Source: an optimization exercise on an open RTL-to-GDS flow (aim: small area). Production flows keep margins and buffers that such runs may drop. In this exercise RTL edits were held to simulation tests only and were not proved equivalent to the original. Power and IR drop assume default switching activity.

## flow/design.v (module list and top-level ports; edited modules follow where they fit)
// module MacArray: 423 lines
// module macc_c0_r0: 311 lines
// module macc_c0_r1: 394 lines
// module macc_c0_r2: 394 lines
// module macc_c0_r3: 455 lines
// module fin_c0: 31 lines
// module macc_cn_r0: 311 lines
// module macc_cn_r1: 394 lines
// module macc_cn_r2: 394 lines
// module macc_cn_r3: 455 lines
// module fin_cn: 31 lines
// module fa: 4 lines
// module ha: 4 lines
// module fa1: 4 lines
// module bsel: 3 lines
// module bsel0: 3 lines
// module bseln: 3 lines
module MacArray
#(
    parameter MAC_ROW        = 4,
    parameter MAC_COL        = 4,
    parameter IFMAP_BITWIDTH = 16,
    parameter W_BITWIDTH     = 8,
    parameter OFMAP_BITWIDTH = 32
)
(
    input  logic                                   clk,
    input  logic                                   rstn,
    input  logic                                   w_prefetch_in,
    input  logic                                   w_enable_in,
    input  logic [MAC_COL-1:0][W_BITWIDTH-1:0]     w_data_in,
    input  logic                                   ifmap_start_in,
    input  logic [MAC_ROW-1:0]                     ifmap_enable_in,
    input  logic [MAC_ROW-1:0][IFMAP_BITWIDTH-1:0] ifmap_data_in,
    output logic [MAC_COL-1:0]                     ofmap_valid_out,
    output logic [MAC_COL-1:0][OFMAP_BITWIDTH-1:0] ofmap_data_out
);
  // ...
==> flow/flow/run.sh <==
#!/bin/bash
# Layout flow: the standard synthesis, then an area-oriented re-mapping of the
# combinational logic (every cell except the registers, full adders, half
# adders and tie cells is turned back into logic and mapped again by ABC for
# area), then the standard flow from floorplan to finish.
# Each tool's output goes to a log file of its own in this folder.
set -euo pipefail
R=orfs/results/${FLOW_PLATFORM:-sky130hd}/MacArray/base
LIB=${FLOW_HOME}/platforms/sky130hd/lib/sky130_fd_sc_hd__tt_025C_1v80.lib
YOSYS=$(command -v yosys || echo /OpenROAD-flow-scripts/tools/install/yosys/bin/yosys)

bash standard.sh synth > 1_synth_standard.log 2>&1
cp $R/1_2_yosys.v 1_2_yosys_standard.v

DONT_USE=""
for c in $(sed -n 's/^export DONT_USE_CELLS += //p; /^ *sky130_fd_sc_hd__/p' ${FLOW_HOME}/platforms/sky130hd/config.mk | tr -d '\\'); do
  DONT_USE="$DONT_USE -dont_use $c"
done
cat > remap.abc <<EOF
strash
dch
map -a
topo
EOF
cat > remap.ys <<EOF
read_liberty -ignore_miss_func $LIB
read_verilog 1_2_yosys_standard.v
hierarchy -top MacArray
setattr -mod -set keep_hierarchy 1 sky130_fd_sc_hd__fa_1 sky130_fd_sc_hd__ha_1 sky130_fd_sc_hd__dfxtp_1 sky130_fd_sc_hd__conb_1
flatten
opt_clean
abc -liberty $LIB -script remap.abc $DONT_USE
opt_clean -purge
tee -o remap_stat.txt stat -liberty $LIB
select MacArray
write_verilog -noattr -noexpr -nohex -nodec -selected 1_2_yosys_remapped.v
EOF
$YOSYS -s remap.ys > 1_remap_yosys.log 2>&1
cp 1_2_yosys_remapped.v $R/1_2_yosys.v
touch $R/1_2_yosys.v

# Clock tree: mid-size clock buffers in larger sink clusters, no dummy loads.
# Ports: buffered as in the standard flow, with the smallest buffer.
bash standard.sh finish \
  "CTS_ARGS=-sink_clustering_enable -repair_clock_nets -buf_list sky130_fd_sc_hd__clkbuf_8 -dont_use_dummy_load -sink_clustering_size 15 -sink_clustering_max_diameter 80" \
  "BUFFER_PORTS_ARGS=-buffer_cell sky130_fd_sc_hd__buf_1" \
  > 2_layout_standard.log 2>&1
==> flow/standard.sh <==
#!/bin/bash
# synth_recipe.tcl (not shown) runs the flow's synth.tcl, then flattens the netlist and writes it again
# the make line also repeats each setting of config.mk as NAME=value (left out here)
make -C /OpenROAD-flow-scripts/flow DESIGN_CONFIG=/design/flow/config.mk WORK_HOME=/design/flow/orfs CLKGATE_MAP_FILE= SYNTH_SCRIPT=/design/flow/synth_recipe.tcl "${@:-finish}"
==> flow/config.mk <==
export PLATFORM = sky130hd
export DESIGN_NAME = MacArray
export DESIGN_NICKNAME = MacArray
export VERILOG_FILES = /design/flow/design.v
export SDC_FILE = /design/flow/constraint.sdc
export NUM_CORES = 4
export LEC_CHECK = 0
export ABC_CLOCK_PERIOD_IN_PS = 10000
export CAP_MARGIN = 5
export CORE_MARGIN = 2
export CORE_UTILIZATION = 70
export PLACE_DENSITY = 0.8
export SLEW_MARGIN = 5
export SYNTH_HIERARCHICAL = 1
==> flow/constraint.sdc <==
create_clock -name core_clock -period 10.0 [get_ports {clk}]
set_input_delay 2.0000 -clock core_clock [delete_from_list [all_inputs] [get_ports {clk}]]
set_output_delay 2.0000 -clock core_clock [all_outputs]
set_load 0.01 [all_outputs]
==> impl_metrics.env, run 1 <==
export IMPL_pwr_share_seq=0.378
export IMPL_clock_power_mw=1.67
export IMPL_leakagePower_nw=33.35
export IMPL_clkLatencyLatePin_ns=0.80
export IMPL_grt_pass1_wl_mm=284.3
export IMPL_p_int_mw=5.837
export IMPL_status="no timing/DRC/antenna violations"
export IMPL_crit_fanout=17
export IMPL_syn_avg_cell_area_um2=9.812
export IMPL_multi_input_area_share=0.6924
export IMPL_timing_rr_start="w_c3r1[0]$_SDFFE_PN0P_"
export IMPL_tightest_slew_ns=1.176
export IMPL_timing_hold_ws_ns=0.3275
export IMPL_critical_path_slowest_cell="dfxtp_1"
export IMPL_cp_top_family="adder cells"
export IMPL_cp_common_cell="fa_1"
export IMPL_irDropWorstVdd_mv=0.1985
export IMPL_io_pin_count=237
export IMPL_crit_end="p_c3r1[25]$_SDFFE_PN0P_"
export IMPL_placed_area_um2=67260
export IMPL_core_area_um2=91250
export IMPL_grtUsageTotal=0.3834
export IMPL_layout_cells_non_filler=8126
export IMPL_cp_start_kind="flip-flop"
export IMPL_seq_share=0.2290
export IMPL_post_cts_repair_setup_buffers=0
export IMPL_dr_wl_met3_mm=16.09
export IMPL_finalMaxSlewViolations=0
export IMPL_critical_path_class="reg -> reg"
export IMPL_non_clock_buffer_area_share=0.02369
export IMPL_busiest_layer="met2"
export IMPL_fmax_ghz=0.1138
export IMPL_routed_wl_mm=179.0
export IMPL_m1WireLength_mm=68.13
export IMPL_rsz0062_at_grt="false"
export IMPL_clock_sinks=780
export IMPL_met2_length_mm=84.21
export IMPL_dr_max_layer_used="met5"
export IMPL_total_power_mw=9.647
export IMPL_grt_max_degree=232
==> module MacArray, before the edit <==
module MacArray
#(
    parameter MAC_ROW        = 4,
    parameter MAC_COL        = 4,
    parameter IFMAP_BITWIDTH = 16,
    parameter W_BITWIDTH     = 8,
    parameter OFMAP_BITWIDTH = 32
)
(
    input  logic                                   clk,
    input  logic                                   rstn,
    input  logic                                   w_prefetch_in,
    input  logic                                   w_enable_in,
    input  logic [MAC_COL-1:0][W_BITWIDTH-1:0]     w_data_in,
    input  logic                                   ifmap_start_in,
    input  logic [MAC_ROW-1:0]                     ifmap_enable_in,
    input  logic [MAC_ROW-1:0][IFMAP_BITWIDTH-1:0] ifmap_data_in,
    output logic [MAC_COL-1:0]                     ofmap_valid_out,
    output logic [MAC_COL-1:0][OFMAP_BITWIDTH-1:0] ofmap_data_out
);
    logic [3:0] wr;
    logic [3:0] wen;
    always_comb begin
        wen[0] = w_enable_in;
        for (int r = 1; r < 4; r++) wen[r] = w_enable_in & wr[r-1];
    end
    always_ff @(posedge clk) begin
        if (!rstn) wr <= '0;
        else       wr <= wen;
    end
    logic [7:0] w_c0r0;
    logic ir_c0r0;
    logic [25:0] p_c0r0, sum_c0r0;
    logic [15:0] x_c0r0;
    logic [1:0] d_c0r0, dsum_c0r0;
    logic [7:0] w_c0r1;
    logic ir_c0r1;
    logic [25:0] p_c0r1, sum_c0r1;
    logic [15:0] x_c0r1;
    logic [1:0] d_c0r1, dsum_c0r1;
    logic [7:0] w_c0r2;
    logic ir_c0r2;
    logic [25:0] p_c0r2, sum_c0r2;
    logic [15:0] x_c0r2;
    logic [1:0] d_c0r2, dsum_c0r2;
    logic [7:0] w_c0r3;
    logic ir_c0r3;
    logic [25:0] p_c0r3, sum_c0r3;
    logic [15:0] x_c0r3;
    logic [0:0] d_c0r3, dsum_c0r3;
    macc_c0_r0 u_c0r0 (.w(w_c0r0), .x(ifmap_data_in[0]), .dout(dsum_c0r0), .sum(sum_c0r0));
    always_ff @(posedge clk) begin
        if (!rstn)       w_c0r0 <= 8'd0;
        else if (wen[0]) w_c0r0 <= w_data_in[0];
    end
    always_ff @(posedge clk) begin
        if (!rstn) ir_c0r0 <= 1'b0;
        else       ir_c0r0 <= ifmap_enable_in[0];
    end
    always_ff @(posedge clk) x_c0r0 <= ifmap_data_in[0];
    always_ff @(posedge clk) begin
        if (!rstn) begin
            p_c0r0 <= 26'h0550000;
            d_c0r0 <= '0;
        end else if (ifmap_enable_in[0]) begin
            p_c0r0 <= sum_c0r0;
            d_c0r0 <= dsum_c0r0;
        end
    end
    macc_c0_r1 u_c0r1 (.w(w_c0r1), .x(ifmap_data_in[1]), .pin(p_c0r0), .din(d_c0r0), .dout(dsum_c0r1), .sum(sum_c0r1));
    always_ff @(posedge clk) begin
        if (!rstn)       w_c0r1 <= 8'd0;
        else if (wen[1]) w_c0r1 <= w_c0r0;
    end
    always_ff @(posedge clk) begin
        if (!rstn) ir_c0r1 <= 1'b0;
        else       ir_c0r1 <= ifmap_enable_in[1];
    end
    always_ff @(posedge clk) x_c0r1 <= ifmap_data_in[1];
    always_ff @(posedge clk) begin
        if (!rstn) begin
            p_c0r1 <= 26'h0aa0000;
            d_c0r1 <= '0;
        end else if (ifmap_enable_in[1]) begin
            p_c0r1 <= sum_c0r1;
            d_c0r1 <= dsum_c0r1;
        end
    end
    macc_c0_r2 u_c0r2 (.w(w_c0r2), .x(ifmap_data_in[2]), .pin(p_c0r1), .din(d_c0r1), .dout(dsum_c0r2), .sum(sum_c0r2));
    always_ff @(posedge clk) begin
        if (!rstn)       w_c0r2 <= 8'd0;
        else if (wen[2]) w_c0r2 <= w_c0r1;
    end
    always_ff @(posedge clk) begin
        if (!rstn) ir_c0r2 <= 1'b0;
        else       ir_c0r2 <= ifmap_enable_in[2];
    end
    always_ff @(posedge clk) x_c0r2 <= ifmap_data_in[2];
    always_ff @(posedge clk) begin
        if (!rstn) begin
            p_c0r2 <= 26'h0ff0000;
            d_c0r2 <= '0;
        end else if (ifmap_enable_in[2]) begin
            p_c0r2 <= sum_c0r2;
            d_c0r2 <= dsum_c0r2;
        end
    end
    macc_c0_r3 u_c0r3 (.w(w_c0r3), .x(ifmap_data_in[3]), .pin(p_c0r2), .din(d_c0r2), .dout(dsum_c0r3), .sum(sum_c0r3));
    always_ff @(posedge clk) begin
        if (!rstn)       w_c0r3 <= 8'd0;
        else if (wen[3]) w_c0r3 <= w_c0r2;
    end
    always_ff @(posedge clk) begin
        if (!rstn) ir_c0r3 <= 1'b0;
        else       ir_c0r3 <= ifmap_enable_in[3];
    end
    always_ff @(posedge clk) x_c0r3 <= ifmap_data_in[3];
    always_ff @(posedge clk) begin
        if (!rstn) begin
            p_c0r3 <= 26'h0000000;
            d_c0r3 <= '0;
        end else if (ifmap_enable_in[3]) begin
            p_c0r3 <= sum_c0r3;
            d_c0r3 <= dsum_c0r3;
        end
    end
    logic [25:0] y_c0;
    fin_c0 u_fin_c0 (.s(p_c0r3), .d(d_c0r3), .y(y_c0));
    assign ofmap_valid_out[0] = ir_c0r3;
    assign ofmap_data_out[0]  = {{6{y_c0[25]}}, y_c0};
    logic [7:0] w_c1r0;
    logic ir_c1r0;
    logic [25:0] p_c1r0, sum_c1r0;
    logic [15:0] x_c1r0;
    logic [1:0] d_c1r0, dsum_c1r0;
    logic [7:0] w_c1r1;
    logic ir_c1r1;
    logic [25:0] p_c1r1, sum_c1r1;
    logic [15:0] x_c1r1;
    logic [1:0] d_c1r1, dsum_c1r1;
    logic [7:0] w_c1r2;
    logic ir_c1r2;
    logic [25:0] p_c1r2, sum_c1r2;
    logic [15:0] x_c1r2;
    logic [1:0] d_c1r2, dsum_c1r2;
    logic [7:0] w_c1r3;
    logic ir_c1r3;
    logic [25:0] p_c1r3, sum_c1r3;
    logic [15:0] x_c1r3;
    logic [0:0] d_c1r3, dsum_c1r3;
    macc_cn_r0 u_c1r0 (.w(w_c1r0), .x(x_c0r0), .dout(dsum_c1r0), .sum(sum_c1r0));
    always_ff @(posedge clk) begin
        if (!rstn)       w_c1r0 <= 8'd0;
        else if (wen[0]) w_c1r0 <= w_data_in[1];
    end
    always_ff @(posedge clk) begin
        if (!rstn) ir_c1r0 <= 1'b0;
        else       ir_c1r0 <= ir_c0r0;
    end
    always_ff @(posedge clk) x_c1r0 <= x_c0r0;
    always_ff @(posedge clk) begin
        if (!rstn) begin
            p_c1r0 <= 26'h0550000;
            d_c1r0 <= '0;
        end else if (ir_c0r0) begin
            p_c1r0 <= sum_c1r0;
            d_c1r0 <= dsum_c1r0;
        end
    end
    macc_cn_r1 u_c1r1 (.w(w_c1r1), .x(x_c0r1), .pin(p_c1r0), .din(d_c1r0), .dout(dsum_c1r1), .sum(sum_c1r1));
    always_ff @(posedge clk) begin
        if (!rstn)       w_c1r1 <= 8'd0;
        else if (wen[1]) w_c1r1 <= w_c1r0;
    end
    always_ff @(posedge clk) begin
        if (!rstn) ir_c1r1 <= 1'b0;
        else       ir_c1r1 <= ir_c0r1;
    end
    always_ff @(posedge clk) x_c1r1 <= x_c0r1;
    always_ff @(posedge clk) begin
        if (!rstn) begin
            p_c1r1 <= 26'h0aa0000;
            d_c1r1 <= '0;
        end else if (ir_c0r1) begin
            p_c1r1 <= sum_c1r1;
            d_c1r1 <= dsum_c1r1;
        end
    end
    macc_cn_r2 u_c1r2 (.w(w_c1r2), .x(x_c0r2), .pin(p_c1r1), .din(d_c1r1), .dout(dsum_c1r2), .sum(sum_c1r2));
    always_ff @(posedge clk) begin
        if (!rstn)       w_c1r2 <= 8'd0;
        else if (wen[2]) w_c1r2 <= w_c1r1;
    end
    always_ff @(posedge clk) begin
        if (!rstn) ir_c1r2 <= 1'b0;
        else       ir_c1r2 <= ir_c0r2;
    end
    always_ff @(posedge clk) x_c1r2 <= x_c0r2;
    always_ff @(posedge clk) begin
        if (!rstn) begin
            p_c1r2 <= 26'h0ff0000;
            d_c1r2 <= '0;
        end else if (ir_c0r2) begin
            p_c1r2 <= sum_c1r2;
            d_c1r2 <= dsum_c1r2;
        end
    end
    macc_cn_r3 u_c1r3 (.w(w_c1r3), .x(x_c0r3), .pin(p_c1r2), .din(d_c1r2), .dout(dsum_c1r3), .sum(sum_c1r3));
    always_ff @(posedge clk) begin
        if (!rstn)       w_c1r3 <= 8'd0;
        else if (wen[3]) w_c1r3 <= w_c1r2;
    end
    always_ff @(posedge clk) begin
        if (!rstn) ir_c1r3 <= 1'b0;
        else       ir_c1r3 <= ir_c0r3;
    end
    always_ff @(posedge clk) x_c1r3 <= x_c0r3;
    always_ff @(posedge clk) begin
        if (!rstn) begin
            p_c1r3 <= 26'h0000000;
            d_c1r3 <= '0;
        end else if (ir_c0r3) begin
            p_c1r3 <= sum_c1r3;
            d_c1r3 <= dsum_c1r3;
        end
    end
    logic [25:0] y_c1;
    fin_cn u_fin_c1 (.s(p_c1r3), .d(d_c1r3), .y(y_c1));
    assign ofmap_valid_out[1] = ir_c1r3;
    assign ofmap_data_out[1]  = {{6{y_c1[25]}}, y_c1};
    logic [7:0] w_c2r0;
    logic ir_c2r0;
    logic [25:0] p_c2r0, sum_c2r0;
    logic [15:0] x_c2r0;
    logic [1:0] d_c2r0, dsum_c2r0;
    logic [7:0] w_c2r1;
    logic ir_c2r1;
    logic [25:0] p_c2r1, sum_c2r1;
    logic [15:0] x_c2r1;
    logic [1:0] d_c2r1, dsum_c2r1;
    logic [7:0] w_c2r2;
    logic ir_c2r2;
    logic [25:0] p_c2r2, sum_c2r2;
    logic [15:0] x_c2r2;
    logic [1:0] d_c2r2, dsum_c2r2;
    logic [7:0] w_c2r3;
    logic ir_c2r3;
    logic [25:0] p_c2r3, sum_c2r3;
    logic [15:0] x_c2r3;
    logic [0:0] d_c2r3, dsum_c2r3;
    macc_cn_r0 u_c2r0 (.w(w_c2r0), .x(x_c1r0), .dout(dsum_c2r0), .sum(sum_c2r0));
    always_ff @(posedge clk) begin
        if (!rstn)       w_c2r0 <= 8'd0;
        else if (wen[0]) w_c2r0 <= w_data_in[2];
    end
    always_ff @(posedge clk) begin
        if (!rstn) ir_c2r0 <= 1'b0;
        else       ir_c2r0 <= ir_c1r0;
    end
    always_ff @(posedge clk) x_c2r0 <= x_c1r0;
    always_ff @(posedge clk) begin
        if (!rstn) begin
            p_c2r0 <= 26'h0550000;
            d_c2r0 <= '0;
        end else if (ir_c1r0) begin
            p_c2r0 <= sum_c2r0;
            d_c2r0 <= dsum_c2r0;
        end
    end
    macc_cn_r1 u_c2r1 (.w(w_c2r1), .x(x_c1r1), .pin(p_c2r0), .din(d_c2r0), .dout(dsum_c2r1), .sum(sum_c2r1));
    always_ff @(posedge clk) begin
        if (!rstn)       w_c2r1 <= 8'd0;
        else if (wen[1]) w_c2r1 <= w_c2r0;
    end
    always_ff @(posedge clk) begin
        if (!rstn) ir_c2r1 <= 1'b0;
        else       ir_c2r1 <= ir_c1r1;
    end
    always_ff @(posedge clk) x_c2r1 <= x_c1r1;
    always_ff @(posedge clk) begin
        if (!rstn) begin
            p_c2r1 <= 26'h0aa0000;
            d_c2r1 <= '0;
        end else if (ir_c1r1) begin
            p_c2r1 <= sum_c2r1;
            d_c2r1 <= dsum_c2r1;
        end
    end
    macc_cn_r2 u_c2r2 (.w(w_c2r2), .x(x_c1r2), .pin(p_c2r1), .din(d_c2r1), .dout(dsum_c2r2), .sum(sum_c2r2));
    always_ff @(posedge clk) begin
        if (!rstn)       w_c2r2 <= 8'd0;
        else if (wen[2]) w_c2r2 <= w_c2r1;
    end
    always_ff @(posedge clk) begin
        if (!rstn) ir_c2r2 <= 1'b0;
        else       ir_c2r2 <= ir_c1r2;
    end
    always_ff @(posedge clk) x_c2r2 <= x_c1r2;
    always_ff @(posedge clk) begin
        if (!rstn) begin
            p_c2r2 <= 26'h0ff0000;
            d_c2r2 <= '0;
        end else if (ir_c1r2) begin
            p_c2r2 <= sum_c2r2;
            d_c2r2 <= dsum_c2r2;
        end
    end
    macc_cn_r3 u_c2r3 (.w(w_c2r3), .x(x_c1r3), .pin(p_c2r2), .din(d_c2r2), .dout(dsum_c2r3), .sum(sum_c2r3));
    always_ff @(posedge clk) begin
        if (!rstn)       w_c2r3 <= 8'd0;
        else if (wen[3]) w_c2r3 <= w_c2r2;
    end
    always_ff @(posedge clk) begin
        if (!rstn) ir_c2r3 <= 1'b0;
        else       ir_c2r3 <= ir_c1r3;
    end
    always_ff @(posedge clk) x_c2r3 <= x_c1r3;
    always_ff @(posedge clk) begin
        if (!rstn) begin
            p_c2r3 <= 26'h0000000;
            d_c2r3 <= '0;
        end else if (ir_c1r3) begin
            p_c2r3 <= sum_c2r3;
            d_c2r3 <= dsum_c2r3;
        end
    end
    logic [25:0] y_c2;
    fin_cn u_fin_c2 (.s(p_c2r3), .d(d_c2r3), .y(y_c2));
    assign ofmap_valid_out[2] = ir_c2r3;
    assign ofmap_data_out[2]  = {{6{y_c2[25]}}, y_c2};
    logic [7:0] w_c3r0;
    logic ir_c3r0;
    logic [25:0] p_c3r0, sum_c3r0;
    logic [1:0] d_c3r0, dsum_c3r0;
    logic [7:0] w_c3r1;
    logic ir_c3r1;
    logic [25:0] p_c3r1, sum_c3r1;
    logic [1:0] d_c3r1, dsum_c3r1;
    logic [7:0] w_c3r2;
    logic ir_c3r2;
    logic [25:0] p_c3r2, sum_c3r2;
    logic [1:0] d_c3r2, dsum_c3r2;
    logic [7:0] w_c3r3;
    logic ir_c3r3;
    logic [25:0] p_c3r3, sum_c3r3;
    logic [0:0] d_c3r3, dsum_c3r3;
    macc_cn_r0 u_c3r0 (.w(w_c3r0), .x(x_c2r0), .dout(dsum_c3r0), .sum(sum_c3r0));
    always_ff @(posedge clk) begin
        if (!rstn)       w_c3r0 <= 8'd0;
        else if (wen[0]) w_c3r0 <= w_data_in[3];
    end
    always_ff @(posedge clk) begin
        if (!rstn) ir_c3r0 <= 1'b0;
        else       ir_c3r0 <= ir_c2r0;
    end
    always_ff @(posedge clk) begin
        if (!rstn) begin
            p_c3r0 <= 26'h0550000;
            d_c3r0 <= '0;
        end else if (ir_c2r0) begin
            p_c3r0 <= sum_c3r0;
            d_c3r0 <= dsum_c3r0;
        end
    end
    macc_cn_r1 u_c3r1 (.w(w_c3r1), .x(x_c2r1), .pin(p_c3r0), .din(d_c3r0), .dout(dsum_c3r1), .sum(sum_c3r1));
    always_ff @(posedge clk) begin
        if (!rstn)       w_c3r1 <= 8'd0;
        else if (wen[1]) w_c3r1 <= w_c3r0;
    end
    always_ff @(posedge clk) begin
        if (!rstn) ir_c3r1 <= 1'b0;
        else       ir_c3r1 <= ir_c2r1;
    end
    always_ff @(posedge clk) begin
        if (!rstn) begin
            p_c3r1 <= 26'h0aa0000;
            d_c3r1 <= '0;
        end else if (ir_c2r1) begin
            p_c3r1 <= sum_c3r1;
            d_c3r1 <= dsum_c3r1;
        end
    end
    macc_cn_r2 u_c3r2 (.w(w_c3r2), .x(x_c2r2), .pin(p_c3r1), .din(d_c3r1), .dout(dsum_c3r2), .sum(sum_c3r2));
    always_ff @(posedge clk) begin
        if (!rstn)       w_c3r2 <= 8'd0;
        else if (wen[2]) w_c3r2 <= w_c3r1;
    end
    always_ff @(posedge clk) begin
        if (!rstn) ir_c3r2 <= 1'b0;
        else       ir_c3r2 <= ir_c2r2;
    end
    always_ff @(posedge clk) begin
        if (!rstn) begin
            p_c3r2 <= 26'h0ff0000;
            d_c3r2 <= '0;
        end else if (ir_c2r2) begin
            p_c3r2 <= sum_c3r2;
            d_c3r2 <= dsum_c3r2;
        end
    end
    macc_cn_r3 u_c3r3 (.w(w_c3r3), .x(x_c2r3), .pin(p_c3r2), .din(d_c3r2), .dout(dsum_c3r3), .sum(sum_c3r3));
    always_ff @(posedge clk) begin
        if (!rstn)       w_c3r3 <= 8'd0;
        else if (wen[3]) w_c3r3 <= w_c3r2;
    end
    always_ff @(posedge clk) begin
        if (!rstn) ir_c3r3 <= 1'b0;
        else       ir_c3r3 <= ir_c2r3;
    end
    always_ff @(posedge clk) begin
        if (!rstn) begin
            p_c3r3 <= 26'h0000000;
            d_c3r3 <= '0;
        end else if (ir_c2r3) begin
            p_c3r3 <= sum_c3r3;
            d_c3r3 <= dsum_c3r3;
        end
    end
    logic [25:0] y_c3;
    fin_cn u_fin_c3 (.s(p_c3r3), .d(d_c3r3), .y(y_c3));
    assign ofmap_valid_out[3] = ir_c3r3;
    assign ofmap_data_out[3]  = {{6{y_c3[25]}}, y_c3};
endmodule
==> module macc_c0_r0, before the edit <==
module macc_c0_r0 (
    input  logic [7:0]  w,
    input  logic [15:0] x,
    output logic [1:0] dout,
    output logic [25:0] sum
);
    wire s1;
    wire c1;
    wire s2;
    wire c2;
    wire s3;
    wire c3;
    wire s4;
    wire c4;
    wire s5;
    wire c5;
    wire s6;
    wire c6;
    wire s7;
    wire c7;
    wire s8;
    wire c8;
    wire s9;
    wire c9;
    wire s10;
    wire c10;
    wire s11;
    wire c11;
    wire s12;
    wire c12;
    wire s13;
    wire c13;
    wire s14;
    wire c14;
    wire s15;
    wire c15;
    wire s16;
    wire c16;
    wire s17;
    wire c17;
    wire s18;
    wire c18;
    wire s19;
    wire c19;
    wire s20;
    wire c20;
    wire s21;
    wire c21;
    wire s22;
    wire c22;
    wire s23;
    wire c23;
    wire s24;
    wire c24;
    wire s25;
    wire c25;
    wire s26;
    wire c26;
    wire s27;
    wire c27;
    wire s28;
    wire c28;
    wire s29;
    wire c29;
    wire s30;
    wire c30;
    wire s31;
    wire c31;
    wire s32;
    wire c32;
    wire s33;
    wire c33;
    wire s34;
    wire c34;
    wire s35;
    wire c35;
    wire s36;
    wire c36;
    wire s37;
    wire c37;
    wire s38;
    wire c38;
    wire s39;
    wire c39;
    wire s40;
    wire c40;
    wire s41;
    wire c41;
    wire s42;
    wire c42;
    wire s43;
    wire c43;
    wire s44;
    wire c44;
    wire s45;
    wire c45;
    wire s46;
    wire c46;
    wire s47;
    wire c47;
    wire s48;
    wire c48;
    wire s49;
    wire c49;
    wire s50;
    wire c50;
    wire one0 = w[0] ^ 1'b0;
    wire two0 = (w[1] & ~w[0] & ~1'b0) | (~w[1] & w[0] & 1'b0);
    wire neg0 = w[1];
    wire nz0  = one0 | two0;
    wire pp0_0;
    bsel0 upp0_0 (.one(one0), .neg(neg0), .xa(x[0]), .pp(pp0_0));
    wire pp0_1;
    bsel upp0_1 (.one(one0), .two(two0), .neg(neg0), .xa(x[1]), .xb(x[0]), .pp(pp0_1));
    wire pp0_2;
    bsel upp0_2 (.one(one0), .two(two0), .neg(neg0), .xa(x[2]), .xb(x[1]), .pp(pp0_2));
    wire pp0_3;
    bsel upp0_3 (.one(one0), .two(two0), .neg(neg0), .xa(x[3]), .xb(x[2]), .pp(pp0_3));
    wire pp0_4;
    bsel upp0_4 (.one(one0), .two(two0), .neg(neg0), .xa(x[4]), .xb(x[3]), .pp(pp0_4));
    wire pp0_5;
    bsel upp0_5 (.one(one0), .two(two0), .neg(neg0), .xa(x[5]), .xb(x[4]), .pp(pp0_5));
    wire pp0_6;
    bsel upp0_6 (.one(one0), .two(two0), .neg(neg0), .xa(x[6]), .xb(x[5]), .pp(pp0_6));
    wire pp0_7;
    bsel upp0_7 (.one(one0), .two(two0), .neg(neg0), .xa(x[7]), .xb(x[6]), .pp(pp0_7));
    wire pp0_8;
    bsel upp0_8 (.one(one0), .two(two0), .neg(neg0), .xa(x[8]), .xb(x[7]), .pp(pp0_8));
    wire pp0_9;
    bsel upp0_9 (.one(one0), .two(two0), .neg(neg0), .xa(x[9]), .xb(x[8]), .pp(pp0_9));
    wire pp0_10;
    bsel upp0_10 (.one(one0), .two(two0), .neg(neg0), .xa(x[10]), .xb(x[9]), .pp(pp0_10));
    wire pp0_11;
    bsel upp0_11 (.one(one0), .two(two0), .neg(neg0), .xa(x[11]), .xb(x[10]), .pp(pp0_11));
    wire pp0_12;
    bsel upp0_12 (.one(one0), .two(two0), .neg(neg0), .xa(x[12]), .xb(x[11]), .pp(pp0_12));
    wire pp0_13;
    bsel upp0_13 (.one(one0), .two(two0), .neg(neg0), .xa(x[13]), .xb(x[12]), .pp(pp0_13));
    wire pp0_14;
    bsel upp0_14 (.one(one0), .two(two0), .neg(neg0), .xa(x[14]), .xb(x[13]), .pp(pp0_14));
    wire pp0_15;
    bsel upp0_15 (.one(one0), .two(two0), .neg(neg0), .xa(x[15]), .xb(x[14]), .pp(pp0_15));
    wire pp0_16;
    bseln upp0_16 (.nz(nz0), .neg(neg0), .xs(x[15]), .ppn(pp0_16));
    wire one1 = w[2] ^ w[1];
    wire two1 = (w[3] & ~w[2] & ~w[1]) | (~w[3] & w[2] & w[1]);
    wire neg1 = w[3];
    wire nz1  = one1 | two1;
    wire pp1_0;
    bsel0 upp1_0 (.one(one1), .neg(neg1), .xa(x[0]), .pp(pp1_0));
    wire pp1_1;
    bsel upp1_1 (.one(one1), .two(two1), .neg(neg1), .xa(x[1]), .xb(x[0]), .pp(pp1_1));
    wire pp1_2;
    bsel upp1_2 (.one(one1), .two(two1), .neg(neg1), .xa(x[2]), .xb(x[1]), .pp(pp1_2));
    wire pp1_3;
    bsel upp1_3 (.one(one1), .two(two1), .neg(neg1), .xa(x[3]), .xb(x[2]), .pp(pp1_3));
    wire pp1_4;
    bsel upp1_4 (.one(one1), .two(two1), .neg(neg1), .xa(x[4]), .xb(x[3]), .pp(pp1_4));
    wire pp1_5;
    bsel upp1_5 (.one(one1), .two(two1), .neg(neg1), .xa(x[5]), .xb(x[4]), .pp(pp1_5));
    wire pp1_6;
    bsel upp1_6 (.one(one1), .two(two1), .neg(neg1), .xa(x[6]), .xb(x[5]), .pp(pp1_6));
    wire pp1_7;
    bsel upp1_7 (.one(one1), .two(two1), .neg(neg1), .xa(x[7]), .xb(x[6]), .pp(pp1_7));
    wire pp1_8;
    bsel upp1_8 (.one(one1), .two(two1), .neg(neg1), .xa(x[8]), .xb(x[7]), .pp(pp1_8));
    wire pp1_9;
    bsel upp1_9 (.one(one1), .two(two1), .neg(neg1), .xa(x[9]), .xb(x[8]), .pp(pp1_9));
    wire pp1_10;
    bsel upp1_10 (.one(one1), .two(two1), .neg(neg1), .xa(x[10]), .xb(x[9]), .pp(pp1_10));
    wire pp1_11;
    bsel upp1_11 (.one(one1), .two(two1), .neg(neg1), .xa(x[11]), .xb(x[10]), .pp(pp1_11));
    wire pp1_12;
    bsel upp1_12 (.one(one1), .two(two1), .neg(neg1), .xa(x[12]), .xb(x[11]), .pp(pp1_12));
    wire pp1_13;
    bsel upp1_13 (.one(one1), .two(two1), .neg(neg1), .xa(x[13]), .xb(x[12]), .pp(pp1_13));
    wire pp1_14;
    bsel upp1_14 (.one(one1), .two(two1), .neg(neg1), .xa(x[14]), .xb(x[13]), .pp(pp1_14));
    wire pp1_15;
    bsel upp1_15 (.one(one1), .two(two1), .neg(neg1), .xa(x[15]), .xb(x[14]), .pp(pp1_15));
    wire pp1_16;
    bseln upp1_16 (.nz(nz1), .neg(neg1), .xs(x[15]), .ppn(pp1_16));
    wire one2 = w[4] ^ w[3];
    wire two2 = (w[5] & ~w[4] & ~w[3]) | (~w[5] & w[4] & w[3]);
    wire neg2 = w[5];
    wire nz2  = one2 | two2;
    wire pp2_0;
    bsel0 upp2_0 (.one(one2), .neg(neg2), .xa(x[0]), .pp(pp2_0));
    wire pp2_1;
    bsel upp2_1 (.one(one2), .two(two2), .neg(neg2), .xa(x[1]), .xb(x[0]), .pp(pp2_1));
    wire pp2_2;
    bsel upp2_2 (.one(one2), .two(two2), .neg(neg2), .xa(x[2]), .xb(x[1]), .pp(pp2_2));
    wire pp2_3;
    bsel upp2_3 (.one(one2), .two(two2), .neg(neg2), .xa(x[3]), .xb(x[2]), .pp(pp2_3));
    wire pp2_4;
    bsel upp2_4 (.one(one2), .two(two2), .neg(neg2), .xa(x[4]), .xb(x[3]), .pp(pp2_4));
    wire pp2_5;
    bsel upp2_5 (.one(one2), .two(two2), .neg(neg2), .xa(x[5]), .xb(x[4]), .pp(pp2_5));
    wire pp2_6;
    bsel upp2_6 (.one(one2), .two(two2), .neg(neg2), .xa(x[6]), .xb(x[5]), .pp(pp2_6));
    wire pp2_7;
    bsel upp2_7 (.one(one2), .two(two2), .neg(neg2), .xa(x[7]), .xb(x[6]), .pp(pp2_7));
    wire pp2_8;
    bsel upp2_8 (.one(one2), .two(two2), .neg(neg2), .xa(x[8]), .xb(x[7]), .pp(pp2_8));
    wire pp2_9;
    bsel upp2_9 (.one(one2), .two(two2), .neg(neg2), .xa(x[9]), .xb(x[8]), .pp(pp2_9));
    wire pp2_10;
    bsel upp2_10 (.one(one2), .two(two2), .neg(neg2), .xa(x[10]), .xb(x[9]), .pp(pp2_10));
    wire pp2_11;
    bsel upp2_11 (.one(one2), .two(two2), .neg(neg2), .xa(x[11]), .xb(x[10]), .pp(pp2_11));
    wire pp2_12;
    bsel upp2_12 (.one(one2), .two(two2), .neg(neg2), .xa(x[12]), .xb(x[11]), .pp(pp2_12));
    wire pp2_13;
    bsel upp2_13 (.one(one2), .two(two2), .neg(neg2), .xa(x[13]), .xb(x[12]), .pp(pp2_13));
    wire pp2_14;
    bsel upp2_14 (.one(one2), .two(two2), .neg(neg2), .xa(x[14]), .xb(x[13]), .pp(pp2_14));
    wire pp2_15;
    bsel upp2_15 (.one(one2), .two(two2), .neg(neg2), .xa(x[15]), .xb(x[14]), .pp(pp2_15));
    wire pp2_16;
    bseln upp2_16 (.nz(nz2), .neg(neg2), .xs(x[15]), .ppn(pp2_16));
    wire one3 = w[6] ^ w[5];
    wire two3 = (w[7] & ~w[6] & ~w[5]) | (~w[7] & w[6] & w[5]);
    wire neg3 = w[7];
    wire nz3  = one3 | two3;
    wire pp3_0;
    bsel0 upp3_0 (.one(one3), .neg(neg3), .xa(x[0]), .pp(pp3_0));
    wire pp3_1;
    bsel upp3_1 (.one(one3), .two(two3), .neg(neg3), .xa(x[1]), .xb(x[0]), .pp(pp3_1));
    wire pp3_2;
    bsel upp3_2 (.one(one3), .two(two3), .neg(neg3), .xa(x[2]), .xb(x[1]), .pp(pp3_2));
    wire pp3_3;
    bsel upp3_3 (.one(one3), .two(two3), .neg(neg3), .xa(x[3]), .xb(x[2]), .pp(pp3_3));
    wire pp3_4;
    bsel upp3_4 (.one(one3), .two(two3), .neg(neg3), .xa(x[4]), .xb(x[3]), .pp(pp3_4));
    wire pp3_5;
    bsel upp3_5 (.one(one3), .two(two3), .neg(neg3), .xa(x[5]), .xb(x[4]), .pp(pp3_5));
    wire pp3_6;
    bsel upp3_6 (.one(one3), .two(two3), .neg(neg3), .xa(x[6]), .xb(x[5]), .pp(pp3_6));
    wire pp3_7;
    bsel upp3_7 (.one(one3), .two(two3), .neg(neg3), .xa(x[7]), .xb(x[6]), .pp(pp3_7));
    wire pp3_8;
    bsel upp3_8 (.one(one3), .two(two3), .neg(neg3), .xa(x[8]), .xb(x[7]), .pp(pp3_8));
    wire pp3_9;
    bsel upp3_9 (.one(one3), .two(two3), .neg(neg3), .xa(x[9]), .xb(x[8]), .pp(pp3_9));
    wire pp3_10;
    bsel upp3_10 (.one(one3), .two(two3), .neg(neg3), .xa(x[10]), .xb(x[9]), .pp(pp3_10));
    wire pp3_11;
    bsel upp3_11 (.one(one3), .two(two3), .neg(neg3), .xa(x[11]), .xb(x[10]), .pp(pp3_11));
    wire pp3_12;
    bsel upp3_12 (.one(one3), .two(two3), .neg(neg3), .xa(x[12]), .xb(x[11]), .pp(pp3_12));
    wire pp3_13;
    bsel upp3_13 (.one(one3), .two(two3), .neg(neg3), .xa(x[13]), .xb(x[12]), .pp(pp3_13));
    wire pp3_14;
    bsel upp3_14 (.one(one3), .two(two3), .neg(neg3), .xa(x[14]), .xb(x[13]), .pp(pp3_14));
    wire pp3_15;
    bsel upp3_15 (.one(one3), .two(two3), .neg(neg3), .xa(x[15]), .xb(x[14]), .pp(pp3_15));
    wire pp3_16;
    bseln upp3_16 (.nz(nz3), .neg(neg3), .xs(x[15]), .ppn(pp3_16));
    ha us1 (.a(neg0), .b(pp0_0), .s(s1), .co(c1));
    fa us2 (.a(neg1), .b(pp0_2), .ci(pp1_0), .s(s2), .co(c2));
    fa us3 (.a(pp0_3), .b(pp1_1), .ci(c2), .s(s3), .co(c3));
    fa us4 (.a(neg2), .b(pp0_4), .ci(pp1_2), .s(s4), .co(c4));
    fa us5 (.a(pp2_0), .b(s4), .ci(c3), .s(s5), .co(c5));
    fa us6 (.a(pp0_5), .b(pp1_3), .ci(pp2_1), .s(s6), .co(c6));
    fa us7 (.a(c4), .b(s6), .ci(c5), .s(s7), .co(c7));
    fa us8 (.a(neg3), .b(pp0_6), .ci(pp1_4), .s(s8), .co(c8));
    fa us9 (.a(pp2_2), .b(pp3_0), .ci(c6), .s(s9), .co(c9));
    fa us10 (.a(s8), .b(s9), .ci(c7), .s(s10), .co(c10));
    fa us11 (.a(pp0_7), .b(pp1_5), .ci(pp2_3), .s(s11), .co(c11));
    fa us12 (.a(pp3_1), .b(c8), .ci(s11), .s(s12), .co(c12));
    fa us13 (.a(c9), .b(s12), .ci(c10), .s(s13), .co(c13));
    fa us14 (.a(pp0_8), .b(pp1_6), .ci(pp2_4), .s(s14), .co(c14));
    fa us15 (.a(pp3_2), .b(c11), .ci(s14), .s(s15), .co(c15));
    fa us16 (.a(c12), .b(s15), .ci(c13), .s(s16), .co(c16));
    fa us17 (.a(pp0_9), .b(pp1_7), .ci(pp2_5), .s(s17), .co(c17));
    fa us18 (.a(pp3_3), .b(c14), .ci(s17), .s(s18), .co(c18));
    fa us19 (.a(c15), .b(s18), .ci(c16), .s(s19), .co(c19));
    fa us20 (.a(pp0_10), .b(pp1_8), .ci(pp2_6), .s(s20), .co(c20));
    fa us21 (.a(pp3_4), .b(c17), .ci(s20), .s(s21), .co(c21));
    fa us22 (.a(c18), .b(s21), .ci(c19), .s(s22), .co(c22));
    fa us23 (.a(pp0_11), .b(pp1_9), .ci(pp2_7), .s(s23), .co(c23));
    fa us24 (.a(pp3_5), .b(c20), .ci(s23), .s(s24), .co(c24));
    fa us25 (.a(c21), .b(s24), .ci(c22), .s(s25), .co(c25));
    fa us26 (.a(pp0_12), .b(pp1_10), .ci(pp2_8), .s(s26), .co(c26));
    fa us27 (.a(pp3_6), .b(c23), .ci(s26), .s(s27), .co(c27));
    fa us28 (.a(c24), .b(s27), .ci(c25), .s(s28), .co(c28));
    fa us29 (.a(pp0_13), .b(pp1_11), .ci(pp2_9), .s(s29), .co(c29));
    fa us30 (.a(pp3_7), .b(c26), .ci(s29), .s(s30), .co(c30));
    fa us31 (.a(c27), .b(s30), .ci(c28), .s(s31), .co(c31));
    fa us32 (.a(pp0_14), .b(pp1_12), .ci(pp2_10), .s(s32), .co(c32));
    fa us33 (.a(pp3_8), .b(c29), .ci(s32), .s(s33), .co(c33));
    fa us34 (.a(c30), .b(s33), .ci(c31), .s(s34), .co(c34));
    fa us35 (.a(pp0_15), .b(pp1_13), .ci(pp2_11), .s(s35), .co(c35));
    fa us36 (.a(pp3_9), .b(c32), .ci(s35), .s(s36), .co(c36));
    fa us37 (.a(c33), .b(s36), .ci(c34), .s(s37), .co(c37));
    fa us38 (.a(pp0_16), .b(pp1_14), .ci(pp2_12), .s(s38), .co(c38));
    fa us39 (.a(pp3_10), .b(c35), .ci(s38), .s(s39), .co(c39));
    fa us40 (.a(c36), .b(s39), .ci(c37), .s(s40), .co(c40));
    fa us41 (.a(pp1_15), .b(pp2_13), .ci(pp3_11), .s(s41), .co(c41));
    fa us42 (.a(c38), .b(s41), .ci(c39), .s(s42), .co(c42));
    fa us43 (.a(pp1_16), .b(pp2_14), .ci(pp3_12), .s(s43), .co(c43));
    fa us44 (.a(c41), .b(s43), .ci(c42), .s(s44), .co(c44));
    fa us45 (.a(pp2_15), .b(pp3_13), .ci(c43), .s(s45), .co(c45));
    ha us46 (.a(s45), .b(c44), .s(s46), .co(c46));
    fa us47 (.a(pp2_16), .b(pp3_14), .ci(c45), .s(s47), .co(c47));
    ha us48 (.a(s47), .b(c46), .s(s48), .co(c48));
    fa us49 (.a(pp3_15), .b(c47), .ci(c48), .s(s49), .co(c49));
    ha us50 (.a(pp3_16), .b(c49), .s(s50), .co(c50));
    assign sum = {1'b0, 1'b0, c50, s50, s49, s48, s46, s44, s42, s40, s37, s34, s31, s28, s25, s22, s19, s16, s13, s10, s7, s5, s3, s2, pp0_1, s1};
    assign dout = {c40, c1};
endmodule
==> inputs of run 2 (changes only) <==
--- a/flow/design.v
+++ b/flow/design.v
@@ -31,17 +31,17 @@
     end
     logic [7:0] w_c0r0;
     logic ir_c0r0;
-    logic [25:0] p_c0r0, sum_c0r0;
+    logic [23:0] p_c0r0, sum_c0r0;
     logic [15:0] x_c0r0;
     logic [1:0] d_c0r0, dsum_c0r0;
     logic [7:0] w_c0r1;
     logic ir_c0r1;
-    logic [25:0] p_c0r1, sum_c0r1;
+    logic [24:0] p_c0r1, sum_c0r1;
     logic [15:0] x_c0r1;
     logic [1:0] d_c0r1, dsum_c0r1;
     logic [7:0] w_c0r2;
     logic ir_c0r2;
-    logic [25:0] p_c0r2, sum_c0r2;
+    logic [24:0] p_c0r2, sum_c0r2;
     logic [15:0] x_c0r2;
     logic [1:0] d_c0r2, dsum_c0r2;
     logic [7:0] w_c0r3;
@@ -61,7 +61,7 @@
     always_ff @(posedge clk) x_c0r0 <= ifmap_data_in[0];
     always_ff @(posedge clk) begin
         if (!rstn) begin
-            p_c0r0 <= 26'h0550000;
+            p_c0r0 <= 24'h0550000;
             d_c0r0 <= '0;
         end else if (ifmap_enable_in[0]) begin
             p_c0r0 <= sum_c0r0;
@@ -80,7 +80,7 @@
     always_ff @(posedge clk) x_c0r1 <= ifmap_data_in[1];
     always_ff @(posedge clk) begin
         if (!rstn) begin
-            p_c0r1 <= 26'h0aa0000;
+            p_c0r1 <= 25'h0aa0000;
             d_c0r1 <= '0;
         end else if (ifmap_enable_in[1]) begin
             p_c0r1 <= sum_c0r1;
@@ -99,7 +99,7 @@
     always_ff @(posedge clk) x_c0r2 <= ifmap_data_in[2];
     always_ff @(posedge clk) begin
         if (!rstn) begin
-            p_c0r2 <= 26'h0ff0000;
+            p_c0r2 <= 25'h0ff0000;
             d_c0r2 <= '0;
         end else if (ifmap_enable_in[2]) begin
             p_c0r2 <= sum_c0r2;
@@ -131,17 +131,17 @@
     assign ofmap_data_out[0]  = {{6{y_c0[25]}}, y_c0};
     logic [7:0] w_c1r0;
     logic ir_c1r0;
-    logic [25:0] p_c1r0, sum_c1r0;
+    logic [23:0] p_c1r0, sum_c1r0;
     logic [15:0] x_c1r0;
     logic [1:0] d_c1r0, dsum_c1r0;
     logic [7:0] w_c1r1;
     logic ir_c1r1;
-    logic [25:0] p_c1r1, sum_c1r1;
+    logic [24:0] p_c1r1, sum_c1r1;
     logic [15:0] x_c1r1;
     logic [1:0] d_c1r1, dsum_c1r1;
     logic [7:0] w_c1r2;
     logic ir_c1r2;
-    logic [25:0] p_c1r2, sum_c1r2;
+    logic [24:0] p_c1r2, sum_c1r2;
     logic [15:0] x_c1r2;
     logic [1:0] d_c1r2, dsum_c1r2;
     logic [7:0] w_c1r3;
@@ -161,7 +161,7 @@
     always_ff @(posedge clk) x_c1r0 <= x_c0r0;
     always_ff @(posedge clk) begin
         if (!rstn) begin
-            p_c1r0 <= 26'h0550000;
+            p_c1r0 <= 24'h0550000;
             d_c1r0 <= '0;
         end else if (ir_c0r0) begin
             p_c1r0 <= sum_c1r0;
@@ -180,7 +180,7 @@
     always_ff @(posedge clk) x_c1r1 <= x_c0r1;
     always_ff @(posedge clk) begin
         if (!rstn) begin
-            p_c1r1 <= 26'h0aa0000;
+            p_c1r1 <= 25'h0aa0000;
             d_c1r1 <= '0;
         end else if (ir_c0r1) begin
             p_c1r1 <= sum_c1r1;
@@ -199,7 +199,7 @@
     always_ff @(posedge clk) x_c1r2 <= x_c0r2;
     always_ff @(posedge clk) begin
         if (!rstn) begin
-            p_c1r2 <= 26'h0ff0000;
+            p_c1r2 <= 25'h0ff0000;
             d_c1r2 <= '0;
         end else if (ir_c0r2) begin
             p_c1r2 <= sum_c1r2;
@@ -231,17 +231,17 @@
     assign ofmap_data_out[1]  = {{6{y_c1[25]}}, y_c1};
     logic [7:0] w_c2r0;
     logic ir_c2r0;
-    logic [25:0] p_c2r0, sum_c2r0;
+    logic [23:0] p_c2r0, sum_c2r0;
     logic [15:0] x_c2r0;
     logic [1:0] d_c2r0, dsum_c2r0;
     logic [7:0] w_c2r1;
     logic ir_c2r1;
-    logic [25:0] p_c2r1, sum_c2r1;
+    logic [24:0] p_c2r1, sum_c2r1;
     logic [15:0] x_c2r1;
     logic [1:0] d_c2r1, dsum_c2r1;
     logic [7:0] w_c2r2;
     logic ir_c2r2;
-    logic [25:0] p_c2r2, sum_c2r2;
+    logic [24:0] p_c2r2, sum_c2r2;
     logic [15:0] x_c2r2;
     logic [1:0] d_c2r2, dsum_c2r2;
     logic [7:0] w_c2r3;
@@ -261,7 +261,7 @@
     always_ff @(posedge clk) x_c2r0 <= x_c1r0;
     always_ff @(posedge clk) begin
         if (!rstn) begin
-            p_c2r0 <= 26'h0550000;
+            p_c2r0 <= 24'h0550000;
             d_c2r0 <= '0;
         end else if (ir_c1r0) begin
             p_c2r0 <= sum_c2r0;
@@ -280,7 +280,7 @@
     always_ff @(posedge clk) x_c2r1 <= x_c1r1;
     always_ff @(posedge clk) begin
         if (!rstn) begin
-            p_c2r1 <= 26'h0aa0000;
+            p_c2r1 <= 25'h0aa0000;
             d_c2r1 <= '0;
         end else if (ir_c1r1) begin
             p_c2r1 <= sum_c2r1;
@@ -299,7 +299,7 @@
     always_ff @(posedge clk) x_c2r2 <= x_c1r2;
     always_ff @(posedge clk) begin
         if (!rstn) begin
-            p_c2r2 <= 26'h0ff0000;
+            p_c2r2 <= 25'h0ff0000;
             d_c2r2 <= '0;
         end else if (ir_c1r2) begin
             p_c2r2 <= sum_c2r2;
@@ -331,15 +331,15 @@
     assign ofmap_data_out[2]  = {{6{y_c2[25]}}, y_c2};
     logic [7:0] w_c3r0;
     logic ir_c3r0;
-    logic [25:0] p_c3r0, sum_c3r0;
+    logic [23:0] p_c3r0, sum_c3r0;
     logic [1:0] d_c3r0, dsum_c3r0;
     logic [7:0] w_c3r1;
     logic ir_c3r1;
-    logic [25:0] p_c3r1, sum_c3r1;
+    logic [24:0] p_c3r1, sum_c3r1;
     logic [1:0] d_c3r1, dsum_c3r1;
     logic [7:0] w_c3r2;
     logic ir_c3r2;
-    logic [25:0] p_c3r2, sum_c3r2;
+    logic [24:0] p_c3r2, sum_c3r2;
     logic [1:0] d_c3r2, dsum_c3r2;
     logic [7:0] w_c3r3;
     logic ir_c3r3;
@@ -356,7 +356,7 @@
     end
     always_ff @(posedge clk) begin
         if (!rstn) begin
-            p_c3r0 <= 26'h0550000;
+            p_c3r0 <= 24'h0550000;
             d_c3r0 <= '0;
         end else if (ir_c2r0) begin
             p_c3r0 <= sum_c3r0;
@@ -374,7 +374,7 @@
     end
     always_ff @(posedge clk) begin
         if (!rstn) begin
-            p_c3r1 <= 26'h0aa0000;
+            p_c3r1 <= 25'h0aa0000;
             d_c3r1 <= '0;
         end else if (ir_c2r1) begin
             p_c3r1 <= sum_c3r1;
@@ -392,7 +392,7 @@
     end
     always_ff @(posedge clk) begin
         if (!rstn) begin
-            p_c3r2 <= 26'h0ff0000;
+            p_c3r2 <= 25'h0ff0000;
             d_c3r2 <= '0;
         end else if (ir_c2r2) begin
             p_c3r2 <= sum_c3r2;
@@ -426,7 +426,7 @@
     input  logic [7:0]  w,
     input  logic [15:0] x,
     output logic [1:0] dout,
-    output logic [25:0] sum
+    output logic [23:0] sum
 );
     wire s1;
     wire c1;
@@ -730,16 +730,16 @@
     ha us48 (.a(s47), .b(c46), .s(s48), .co(c48));
     fa us49 (.a(pp3_15), .b(c47), .ci(c48), .s(s49), .co(c49));
     ha us50 (.a(pp3_16), .b(c49), .s(s50), .co(c50));
-    assign sum = {1'b0, 1'b0, c50, s50, s49, s48, s46, s44, s42, s40, s37, s34, s31, s28, s25, s22, s19, s16, s13, s10, s7, s5, s3, s2, pp0_1, s1};
+    assign sum = {c50, s50, s49, s48, s46, s44, s42, s40, s37, s34, s31, s28, s25, s22, s19, s16, s13, s10, s7, s5, s3, s2, pp0_1, s1};
     assign dout = {c40, c1};
 endmodule
 module macc_c0_r1 (
     input  logic [7:0]  w,
     input  logic [15:0] x,
-    input  logic [25:0] pin,
+    input  logic [23:0] pin,
     input  logic [1:0] din,
     output logic [1:0] dout,
-    output logic [25:0] sum
+    output logic [24:0] sum
 );
     wire s1;
     wire c1;
@@ -891,10 +891,6 @@
     wire c74;
     wire s75;
     wire c75;
-    wire s76;
-    wire c76;
-    wire s77;
-    wire c77;
     wire one0 = w[0] ^ 1'b0;
     wire two0 = (w[1] & ~w[0] & ~1'b0) | (~w[1] & w[0] & 1'b0);
     wire neg0 = w[1];
@@ -1122,18 +1118,16 @@
     fa us73 (.a(pin[22]), .b(pp3_16), .ci(c71), .s(s73), .co(c73));
     ha us74 (.a(s73), .b(c72), .s(s74), .co(c74));
     fa us75 (.a(pin[23]), .b(c73), .ci(c74), .s(s75), .co(c75));
-    ha us76 (.a(pin[24]), .b(c75), .s(s76), .co(c76));
-    assign s77 = pin[25] ^ c76;
-    assign sum = {s77, s76, s75, s74, s72, s70, s67, s64, s60, s56, s52, s48, s44, s40, s36, s32, s28, s24, s20, s16, s12, s9, s6, s4, s2, s1};
+    assign sum = {c75, s75, s74, s72, s70, s67, s64, s60, s56, s52, s48, s44, s40, s36, s32, s28, s24, s20, s16, s12, s9, s6, s4, s2, s1};
     assign dout = {c32, c1};
 endmodule
 module macc_c0_r2 (
     input  logic [7:0]  w,
     input  logic [15:0] x,
-    input  logic [25:0] pin,
+    input  logic [24:0] pin,
     input  logic [1:0] din,
     output logic [1:0] dout,
-    output logic [25:0] sum
+    output logic [24:0] sum
 );
     wire s1;
     wire c1;
@@ -1287,8 +1281,6 @@
     wire c75;
     wire s76;
     wire c76;
-    wire s77;
-    wire c77;
     wire one0 = w[0] ^ 1'b0;
     wire two0 = (w[1] & ~w[0] & ~1'b0) | (~w[1] & w[0] & 1'b0);
     wire neg0 = w[1];
@@ -1516,15 +1508,14 @@
     fa us73 (.a(pin[22]), .b(pp3_16), .ci(c71), .s(s73), .co(c73));
     ha us74 (.a(s73), .b(c72), .s(s74), .co(c74));
     fa us75 (.a(pin[23]), .b(c73), .ci(c74), .s(s75), .co(c75));
-    ha us76 (.a(pin[24]), .b(c75), .s(s76), .co(c76));
-    assign s77 = pin[25] ^ c76;
-    assign sum = {s77, s76, s75, s74, s72, s70, s67, s64, s60, s56, s52, s48, s44, s40, s36, s32, s28, s24, s20, s16, s12, s9, s6, s4, s2, s1};
+    assign s76 = pin[24] ^ c75;
+    assign sum = {s76, s75, s74, s72, s70, s67, s64, s60, s56, s52, s48, s44, s40, s36, s32, s28, s24, s20, s16, s12, s9, s6, s4, s2, s1};
     assign dout = {c32, c1};
 endmodule
 module macc_c0_r3 (
     input  logic [7:0]  w,
     input  logic [15:0] x,
-    input  logic [25:0] pin,
+    input  logic [24:0] pin,
     input  logic [1:0] din,
     output logic [0:0] dout,
     output logic [25:0] sum
@@ -1972,7 +1963,7 @@
     assign s94 = ~s93;
     assign c94 = s93;
     fa us95 (.a(pin[24]), .b(c93), .ci(c94), .s(s95), .co(c95));
-    assign s96 = pin[25] ~^ c95;
+    assign s96 = ~c95;
     assign sum = {s96, s95, s94, s92, s90, s87, s84, s80, s76, s72, s67, s62, s57, s52, s47, s42, s37, s32, s27, s22, s17, s13, s9, s6, s3, s1};
     assign dout = {c76};
 endmodule
@@ -2011,7 +2002,7 @@
     input  logic [7:0]  w,
     input  logic [15:0] x,
     output logic [1:0] dout,
-    output logic [25:0] sum
+    output logic [23:0] sum
 );
     wire s1;
     wire c1;
@@ -2315,16 +2306,16 @@
     ha us48 (.a(s47), .b(c46), .s(s48), .co(c48));
     fa us49 (.a(pp3_15), .b(c47), .ci(c48), .s(s49), .co(c49));
     ha us50 (.a(pp3_16), .b(c49), .s(s50), .co(c50));
-    assign sum = {1'b0, 1'b0, c50, s50, s49, s48, s46, s44, s42, s40, s37, s34, s31, s28, s25, s22, s19, s16, s13, s10, s7, s5, s3, s2, pp0_1, s1};
+    assign sum = {c50, s50, s49, s48, s46, s44, s42, s40, s37, s34, s31, s28, s25, s22, s19, s16, s13, s10, s7, s5, s3, s2, pp0_1, s1};
     assign dout = {c40, c1};
 endmodule
 module macc_cn_r1 (
     input  logic [7:0]  w,
     input  logic [15:0] x,
-    input  logic [25:0] pin,
+    input  logic [23:0] pin,
     input  logic [1:0] din,
     output logic [1:0] dout,
-    output logic [25:0] sum
+    output logic [24:0] sum
 );
     wire s1;
     wire c1;
@@ -2476,10 +2467,6 @@
     wire c74;
     wire s75;
     wire c75;
-    wire s76;
-    wire c76;
-    wire s77;
-    wire c77;
     wire one0 = w[0] ^ 1'b0;
     wire two0 = (w[1] & ~w[0] & ~1'b0) | (~w[1] & w[0] & 1'b0);
     wire neg0 = w[1];
@@ -2707,18 +2694,16 @@
     fa us73 (.a(pin[22]), .b(pp3_16), .ci(c71), .s(s73), .co(c73));
     ha us74 (.a(s73), .b(c72), .s(s74), .co(c74));
     fa us75 (.a(pin[23]), .b(c73), .ci(c74), .s(s75), .co(c75));
-    ha us76 (.a(pin[24]), .b(c75), .s(s76), .co(c76));
-    assign s77 = pin[25] ^ c76;
-    assign sum = {s77, s76, s75, s74, s72, s70, s67, s64, s60, s56, s52, s48, s44, s40, s36, s32, s28, s24, s20, s16, s12, s9, s6, s4, s2, s1};
+    assign sum = {c75, s75, s74, s72, s70, s67, s64, s60, s56, s52, s48, s44, s40, s36, s32, s28, s24, s20, s16, s12, s9, s6, s4, s2, s1};
     assign dout = {c28, c1};
 endmodule
 module macc_cn_r2 (
     input  logic [7:0]  w,
     input  logic [15:0] x,
-    input  logic [25:0] pin,
+    input  logic [24:0] pin,
     input  logic [1:0] din,
     output logic [1:0] dout,
-    output logic [25:0] sum
+    output logic [24:0] sum
 );
     wire s1;
     wire c1;
@@ -2872,8 +2857,6 @@
     wire c75;
     wire s76;
     wire c76;
-    wire s77;
-    wire c77;
     wire one0 = w[0] ^ 1'b0;
     wire two0 = (w[1] & ~w[0] & ~1'b0) | (~w[1] & w[0] & 1'b0);
     wire neg0 = w[1];
@@ -3101,15 +3084,14 @@
     fa us73 (.a(pin[22]), .b(pp3_16), .ci(c71), .s(s73), .co(c73));
     ha us74 (.a(s73), .b(c72), .s(s74), .co(c74));
     fa us75 (.a(pin[23]), .b(c73), .ci(c74), .s(s75), .co(c75));
-    ha us76 (.a(pin[24]), .b(c75), .s(s76), .co(c76));
-    assign s77 = pin[25] ^ c76;
-    assign sum = {s77, s76, s75, s74, s72, s70, s67, s64, s60, s56, s52, s48, s44, s40, s36, s32, s28, s24, s20, s16, s12, s9, s6, s4, s2, s1};
+    assign s76 = pin[24] ^ c75;
+    assign sum = {s76, s75, s74, s72, s70, s67, s64, s60, s56, s52, s48, s44, s40, s36, s32, s28, s24, s20, s16, s12, s9, s6, s4, s2, s1};
     assign dout = {c28, c1};
 endmodule
 module macc_cn_r3 (
     input  logic [7:0]  w,
     input  logic [15:0] x,
-    input  logic [25:0] pin,
+    input  logic [24:0] pin,
     input  logic [1:0] din,
     output logic [0:0] dout,
     output logic [25:0] sum
@@ -3557,7 +3539,7 @@
     assign s94 = ~s93;
     assign c94 = s93;
     fa us95 (.a(pin[24]), .b(c93), .ci(c94), .s(s95), .co(c95));
-    assign s96 = pin[25] ~^ c95;
+    assign s96 = ~c95;
     assign sum = {s96, s95, s94, s92, s90, s87, s84, s80, s76, s72, s67, s62, s57, s52, s47, s42, s37, s32, s27, s22, s17, s13, s9, s6, s3, s1};
     assign dout = {c76};
 endmodule
--- a/flow/config.mk
+++ b/flow/config.mk
@@ -6,9 +6,9 @@
 export NUM_CORES = 4
 export LEC_CHECK = 0
 export ABC_CLOCK_PERIOD_IN_PS = 10000
-export CAP_MARGIN = 5
+export CAP_MARGIN = 20
 export CORE_MARGIN = 2
-export CORE_UTILIZATION = 70
-export PLACE_DENSITY = 0.8
-export SLEW_MARGIN = 5
+export CORE_UTILIZATION = 60
+export PLACE_DENSITY = 0.7
+export SLEW_MARGIN = 20
 export SYNTH_HIERARCHICAL = 1
==> run 2 against run 1 <==
  * Via count is 2.6% lower
  * Clock skew is 0.0043 ns lower
  * Clock power fell by 5%
  * Wire length down 0.31%
  * Global-route usage fell by 5.4 points
  * Worst setup slack improved by 0.23 ns
  * Count of clock-buffer cells in the layout decreased by 6
  * Design area decreased by 0.73%
  * Highest routed layer unchanged
  * Final cell count grew 1.4%
  * Largest power group unchanged
  * Flip-flop and latch count fell by 16
  * Sequential power down 2%
==> impl_metrics.env, run 2 <==
export IMPL_status="no timing/DRC/antenna violations"
export IMPL_tns_ns=0
export IMPL_stdcell_area_um2=67700
export IMPL_grtUsageTotal=0.3298
export IMPL_ctsLongestPathBuffers=3
export IMPL_io_pin_count=237
export IMPL_timing_rr_end="p_c3r2[24]$_SDFFE_PN0P_"
export IMPL_cts_resized=0
export IMPL_cp_start_kind="input pin"
export IMPL_critical_path_class="in -> reg"
export IMPL_most_common_layout_cells="1,056 x fa_1, 987 x o22ai_1, 891 x xor2_1, 883 x nor2_1, 764 x dfxtp_1"
export IMPL_design_die_area_um2=108400
export IMPL_synthCells=6457
export IMPL_rows=119
export IMPL_final_common_cell="fa_1"
export IMPL_critical_path_cell_chain="buf_1 -> clkinv_1 -> o22ai_1 -> xor2_1 -> fa_1 -> fa_1 -> fa_1 -> fa_1 -> fa_1 -> fa_1 -> fa_1 -> fa_1 -> fa_1 -> fa_1 -> ha_1 -> fa_1 -> ha_1 -> ha_1 -> ha_1 -> ha_1 -> ha_1 -> fa_1 -> nor2_1 -> nor2_1"
export IMPL_start_util=0.6037
export IMPL_critical_path_slowest_cell="fa_1"
export IMPL_routed_wl_mm=178.4
export IMPL_min_period_over_period=0.8555
export IMPL_irDropWorstVdd_mv=0.2204
export IMPL_yosys_warnings=7
export IMPL_relSlewSlack=0.2456
export IMPL_crit_start="ifmap_data_in[49]"
export IMPL_drt_initial_drc_count=5191
export IMPL_cap_violations=0
export IMPL_fmax_ghz=0.1169
export IMPL_rsz0062_at_grt="false"
export IMPL_clkLatencyLatePin_ns=0.85
export IMPL_post_dp_hpwl_mm=136.4
export IMPL_cts_hold_buf=0
export IMPL_timing_hold_ws_ns=0.3487
export IMPL_post_drt_wl_per_cell_um=21.64
export IMPL_setup_viol=0
export IMPL_crit_arrival_ns=9.24
export IMPL_finalMaxSlewViolations=0
export IMPL_cts_root_buffer="clkbuf_8"
export IMPL_crit_end="p_c0r3[17]$_SDFFE_PN0P_"
export IMPL_cts_buffers=61
export IMPL_drc=0
export IMPL_clkTransAtPathRegs_ns=0.10
export IMPL_r2r_slack_ns=1.57
export IMPL_cts_tree="built"
export IMPL_die_w_um=329.2
export IMPL_cp_common_cell="fa_1"
export IMPL_first_global_vias=50480
export IMPL_drive_gt1_frac=0.03168
export IMPL_min_period_ns=8.555
export IMPL_area_growth_pct=6.668
export IMPL_cp_end_kind="flip-flop"
export IMPL_clock_sinks=764
export IMPL_crit_fanout=8
export IMPL_antenna_left=0
export IMPL_placed_area_um2=66820
export IMPL_antenna_found_initial=5
export IMPL_vias_per_cell=6.205
export IMPL_syn_avg_cell_area_um2=9.829
export IMPL_die_height_um=329.2
export IMPL_hold_viol_final=0
export IMPL_htree_levels=2
export IMPL_timing_rr_start="w_c3r2[0]$_SDFFE_PN0P_"
export IMPL_power_density_nw_per_um2=140.8
export IMPL_syn_nets=7754
export IMPL_portBuffers=234
export IMPL_fin_nets=8148
export IMPL_grt_overflow_total=0
export IMPL_grt_pass1_wl_mm=281.7
export IMPL_core_area_um2=105100
export IMPL_cp_required_ns=10.69
export IMPL_cpPeakStageDelay_ns=0.45
export IMPL_hold_path_class="reg -> reg"
export IMPL_vias=51150
export IMPL_gp_congestion=0.9656
export IMPL_worst_r2r_path_depth=23
export IMPL_fin_skew_ns=0.09807
export IMPL_tightest_slew_ns=1.125
export IMPL_fill_cells=9061
export IMPL_post_cts_repair_setup_buffers=0
export IMPL_grt_max_degree=201
export IMPL_drt_first_pass_iters=6
export IMPL_netlist_area_um2=63460
export IMPL_leakagePower_nw=32.98
## run 2: per-layer routing
layer | vias to the layer above | routed length [um] | track usage
met4 | 2 | 8255 | 0.1400
met2 | 2220 | 85150 | 0.5396
li1 | 23110 | - | -
met5 | - | 11 | 0
met1 | 25450 | 72070 | 0.4416
met3 | 371 | 12930 | 0.04763
## run 2: final cells by class
class                      count  area (um^2)  share of cell area
inverter                     348         1306             0.01930
tap                         1391         1740             0.02571
sequential                   764        15290              0.2259
multi-input combinational   5345        46870              0.6923
antenna                        3        7.507           0.0001109
timing repair buffer         331         1642             0.02425
clock buffer                  61        839.6             0.01240
## run 2: critical path, delay by kind of cell
kind	cells	cell delay, ns
buf+inv	2	0.65
fa+ha+maj	18	5.99
simple gates	2	0.17
compound gates	1	0.28
xor+xnor	1	0.13
## run 2: worst min path at each step
| stage | startpoint | end | slack, ns | depth (start not counted) |
|---|---|---|---|---|
| 4_1_cts | x_c1r0[13]$_DFF_P_ | x_c2r0[13]$_DFF_P_ | 0.35 | 0 |
| 5_1_grt | x_c1r0[13]$_DFF_P_ | x_c2r0[13]$_DFF_P_ | 0.35 | 0 |
| 6_report | x_c1r0[13]$_DFF_P_ | x_c2r0[13]$_DFF_P_ | 0.35 | 0 |
| 3_5_place_dp | x_c1r2[9]$_DFF_P_ | x_c2r2[9]$_DFF_P_ | 0.35 | 0 |
| 2_1_floorplan | x_c0r0[10]$_DFF_P_ | x_c1r0[10]$_DFF_P_ | 0.34 | 0 |
| 3_3_place_gp | x_c1r2[9]$_DFF_P_ | x_c2r2[9]$_DFF_P_ | 0.35 | 0 |
## run 2: report_power, final
| part | switching (mW) | internal [mW] | total, mW |
|---|---|---|---|
| Combinational | 2.48 | 1.87 | 4.36 |
| Sequential | 0.287 | 3.30 | 3.59 |
| Clock | 1.04 | 0.541 | 1.58 |
| Total | 3.81 | 5.72 | 9.53 |
## run 2: per-stage QoR
step / util / std cells / power [mW] / setup WS [ns]
floorplan: - / 6457 / 6.520 / 1.428
global placement: 0.6357 / 8178 / 7.906 / 0.7990
detailed placement: 0.6357 / 8178 / 8.001 / 0.7178
CTS: 0.6437 / 8239 / 9.574 / 1.581
global route: 0.6440 / 8243 / 10.25 / 1.220
finish: 0.6440 / 8243 / 9.529 / 1.445

[re-timing with driven ports]
In the flow no input, the clock included, has a driving cell. The finished layouts below were timed again as built, in two steps.
Step 1: set_driving_cell puts a clkbuf_16 on clk and a buf_2 on each other input, an assumption about the parent block.
Step 2, shift: input delay + t, output delay - t, t = (earliest + latest rising clock arrival at the registers) / 2. This alone moves slack from input paths to output paths.
Three values: ideal, step 1, step 2; two values: the first two.
run | shift t [ns] | setup slack, ns | hold slack, ns | worst setup path after step 2
run 1 | 0.816 | 1.214 / 1.214 / 0.737 | 0.328 / 0.328 / 0.328 | input to register
run 2 | 0.875 | 1.445 / 1.489 / 0.614 | 0.349 / 0.349 / 0.349 | input to register
After both steps setup and hold are still met in every run listed. The setup slack of run 2, which loses most, moves by +0.044 ns with the drivers and by -0.831 ns with both steps.
